What follows belongs to an exercise in optimizing a design on an open flow for small area, a short achievable clock period and few clock cycles per item; a production flow would make more cautious choices. No activity file was given, so power comes from the tool's default toggle rates.

Setup of rev 12:
Design div, start of the top module:
module div(
    input [0:0]         clk,
    input [0:0]         rstn,
    input flush_by_writeback,
    input [0:0]         div_en_in,
    input [0:0]         div_op,
    input [0:0]         div_sign,
    input [ 31:0 ]      div_sr0,
    input [ 31:0 ]      div_sr1,
    input [ 4:0 ]       div_addr_in,
    input [31:0]        div_pc_in,
    input [31:0]        div_inst_in,
    output reg [0:0]    div_en_out,
    output reg [0:0]    stall_by_div,
    output [ 31:0 ]     div_result,
    output [ 4:0 ]      div_addr_out,
    output [31:0]       div_pc_out,
    output [31:0]       div_inst_out
);
==> module div, before the edit <==
module div(
    input [0:0]         clk,
    input [0:0]         rstn,
    input flush_by_writeback,
    input [0:0]         div_en_in,
    input [0:0]         div_op,
    input [0:0]         div_sign,
    input [ 31:0 ]      div_sr0,
    input [ 31:0 ]      div_sr1,
    input [ 4:0 ]       div_addr_in,
    input [31:0]        div_pc_in,
    input [31:0]        div_inst_in,
    output reg [0:0]    div_en_out,
    output reg [0:0]    stall_by_div,
    output [ 31:0 ]     div_result,
    output [ 4:0 ]      div_addr_out,
    output [31:0]       div_pc_out,
    output [31:0]       div_inst_out
);
localparam PREP = 2'd0;
localparam ITER = 2'd1;
localparam NEG  = 2'd2;
reg [1:0]  phase;
reg [31:0] rem;       
reg [32:0] y;         
reg        cin;       
reg [31:0] quo;       
reg [5:0]  pa;        
reg [5:0]  pb;        
reg        bz;        
reg [5:0]  cnt;       
reg        sa_r;      
reg        qn;        
reg        sel;       
reg        neg;       
reg [4:0]  addr;
reg [31:0] pc;
reg [31:0] inst;
wire        sa = div_sign & div_sr0[31];
wire        sb = div_sign & div_sr1[31];
wire [5:0]  pa_w;
wire [5:0]  pb_w;
exe_log2_plus_one log2_1(sa ? {~div_sr0[30:0], 1'b1} : div_sr0, pa_w);
exe_log2_plus_one log2_2(div_sr1 ^ {32{sb}}, pb_w);
wire [6:0]  d;
wire        d_co;
exe_add_pfx #(.W(7), .L(3)) dsub (.a({pa[5], pa}), .b(~{pb[5], pb}), .ci(1'b1), .s(d), .co(d_co));
wire        go  = ~d[6] & ~bz;
wire [65:0] ysh = {y, {33{cin}}} << d[5:0];
wire [32:0] t;
wire        ge;
exe_add_pfx #(.W(33), .L(6)) add (.a({1'b0, rem}), .b(y), .ci(cin), .s(t), .co(ge));
wire [31:0] mag = sel ? rem : quo;
wire [31:0] nmag;
exe_neg_pfx #(.W(32), .L(5)) ng (.x(mag), .y(nmag));
assign div_result   = mag;
assign div_addr_out = addr;
assign div_pc_out   = pc;
assign div_inst_out = inst;
wire start = div_en_in & ~div_en_out;
wire fin   = (phase == NEG) || (phase == ITER && cnt == 0 && !neg) ||
             (phase == PREP && !go);
always @(posedge clk) begin
    if (!rstn || flush_by_writeback) begin
        stall_by_div <= 0;
        div_en_out   <= 0;
    end else if (stall_by_div) begin
        if (fin) begin
            stall_by_div <= 0;
            div_en_out   <= 1;
        end
    end else begin
        stall_by_div <= start;
        div_en_out   <= 0;
    end
end
always @(posedge clk) begin
    if (stall_by_div) begin
        case (phase)
            PREP: begin
                if (sa_r & go) rem <= nmag;
                quo   <= 0;
                y     <= ysh[65:33];
                cnt   <= d[5:0];
                neg   <= go & (sel ? sa_r : qn);
                phase <= ITER;
            end
            ITER: begin
                if (ge) rem <= t[31:0];
                quo <= {quo[30:0], ge};
                y   <= {1'b1, y[32:1]};
                cnt <= cnt - 1;
                if (cnt == 0) phase <= NEG;
            end
            default: begin
                rem <= nmag;
                quo <= {quo[30:0], ge};
                y   <= {1'b1, y[32:1]};
                sel <= 1;
            end
        endcase
    end else begin
        phase <= PREP;
        rem   <= div_sr0;
        quo   <= div_sr0;
        y     <= {1'b1, div_sr1 ^ {32{~sb}}};
        cin   <= ~sb;
        pa    <= pa_w;
        pb    <= pb_w;
        bz    <= div_sr1 == 0;
        sa_r  <= sa;
        qn    <= sa ^ sb;
        sel   <= div_op;
        addr  <= div_addr_in;
        pc    <= div_pc_in;
        inst  <= div_inst_in;
    end
end
endmodule
Settings: LEC_CHECK=0, CAP_MARGIN=20, CORE_MARGIN=2, CORE_UTILIZATION=40, PLACE_DENSITY=0.6, SETUP_SLACK_MARGIN=2, SLEW_MARGIN=20; clock period 6.0 ns.
run.sh (not shown) runs the stock make flow with config.mk's settings and CLKGATE_MAP_FILE= SYNTH_SCRIPT=/design/flow/synth_recipe.tcl, a recipe that flattens the netlist after the stock synthesis.
> inputs changed (rev 12 -> rev 13)
diff --git a/flow/design.v b/flow/design.v
--- a/flow/design.v
+++ b/flow/design.v
@@ -102,13 +102,13 @@
 localparam NEG  = 2'd2;
 reg [1:0]  phase;
 reg [31:0] rem;       
-reg [32:0] y;         
+reg [34:0] y;         
 reg        cin;       
 reg [31:0] quo;       
 reg [5:0]  pa;        
 reg [5:0]  pb;        
 reg        bz;        
-reg [5:0]  cnt;       
+reg [4:0]  cnt;       
 reg        sa_r;      
 reg        qn;        
 reg        sel;       
@@ -126,10 +126,22 @@
 wire        d_co;
 exe_add_pfx #(.W(7), .L(3)) dsub (.a({pa[5], pa}), .b(~{pb[5], pb}), .ci(1'b1), .s(d), .co(d_co));
 wire        go  = ~d[6] & ~bz;
-wire [65:0] ysh = {y, {33{cin}}} << d[5:0];
-wire [32:0] t;
-wire        ge;
-exe_add_pfx #(.W(33), .L(6)) add (.a({1'b0, rem}), .b(y), .ci(cin), .s(t), .co(ge));
+wire [69:0] ysh = {y, {35{cin}}} << {d[5:1], 1'b0};
+wire [34:0] y2 = {y[33:0], cin};
+wire [31:0] t1, t2, t3;
+wire [2:0]  h1, h2;
+wire [3:0]  h3;
+wire        c1, c2, c3;
+exe_add_pfx #(.W(35), .L(6)) add1 (.a({3'b000, rem}), .b(y),  .ci(cin), .s({h1, t1}), .co(c1));
+exe_add_pfx #(.W(35), .L(6)) add2 (.a({3'b000, rem}), .b(y2), .ci(cin), .s({h2, t2}), .co(c2));
+wire [34:0] cs_s = {3'b000, rem} ^ y ^ y2;
+wire [34:0] cs_c = ({3'b000, rem} & y) | ({3'b000, rem} & y2) | (y & y2);
+exe_add_pfx #(.W(36), .L(6)) add3 (.a({1'b0, cs_s}), .b({cs_c, cin}), .ci(cin), .s({h3, t3}), .co(c3));
+wire        ge1 = c1;
+wire        ge2 = c2;
+wire        ge3 = c3;
+wire [31:0] rn  = ({32{ge3}} & t3) | ({32{ge2 & ~ge3}} & t2) |
+                  ({32{ge1 & ~ge2}} & t1) | ({32{~ge1}} & rem);
 wire [31:0] mag = sel ? rem : quo;
 wire [31:0] nmag;
 exe_neg_pfx #(.W(32), .L(5)) ng (.x(mag), .y(nmag));
@@ -160,22 +172,22 @@
             PREP: begin
                 if (sa_r & go) rem <= nmag;
                 quo   <= 0;
-                y     <= ysh[65:33];
-                cnt   <= d[5:0];
+                y     <= ysh[69:35];
+                cnt   <= d[5:1];
                 neg   <= go & (sel ? sa_r : qn);
                 phase <= ITER;
             end
             ITER: begin
-                if (ge) rem <= t[31:0];
-                quo <= {quo[30:0], ge};
-                y   <= {1'b1, y[32:1]};
+                rem <= rn;
+                quo <= {quo[29:0], ge2, ge3 | (ge1 & ~ge2)};
+                y   <= {2'b11, y[34:2]};
                 cnt <= cnt - 1;
                 if (cnt == 0) phase <= NEG;
             end
             default: begin
                 rem <= nmag;
-                quo <= {quo[30:0], ge};
-                y   <= {1'b1, y[32:1]};
+                quo <= {quo[29:0], ge2, ge3 | (ge1 & ~ge2)};
+                y   <= {2'b11, y[34:2]};
                 sel <= 1;
             end
         endcase
@@ -183,7 +195,7 @@
         phase <= PREP;
         rem   <= div_sr0;
         quo   <= div_sr0;
-        y     <= {1'b1, div_sr1 ^ {32{~sb}}};
+        y     <= {3'b111, div_sr1 ^ {32{~sb}}};
         cin   <= ~sb;
         pa    <= pa_w;
         pb    <= pb_w;
## What came out
Rev 13 vs rev 12 — synthesized cell count rose 378. Note that the final standard cell area without fillers recorded for rev 13 amounts to 1.2 times the value seen in rev 12. Compared with rev 12, in rev 13 sequential power share dropped 8.5 points, synthesized net count climbed about 30%, count of placed standard cells in the final layout, fillers left out climbed about 23%.
Function was not checked in any run of this note: the RTL went through the layout flow alone.
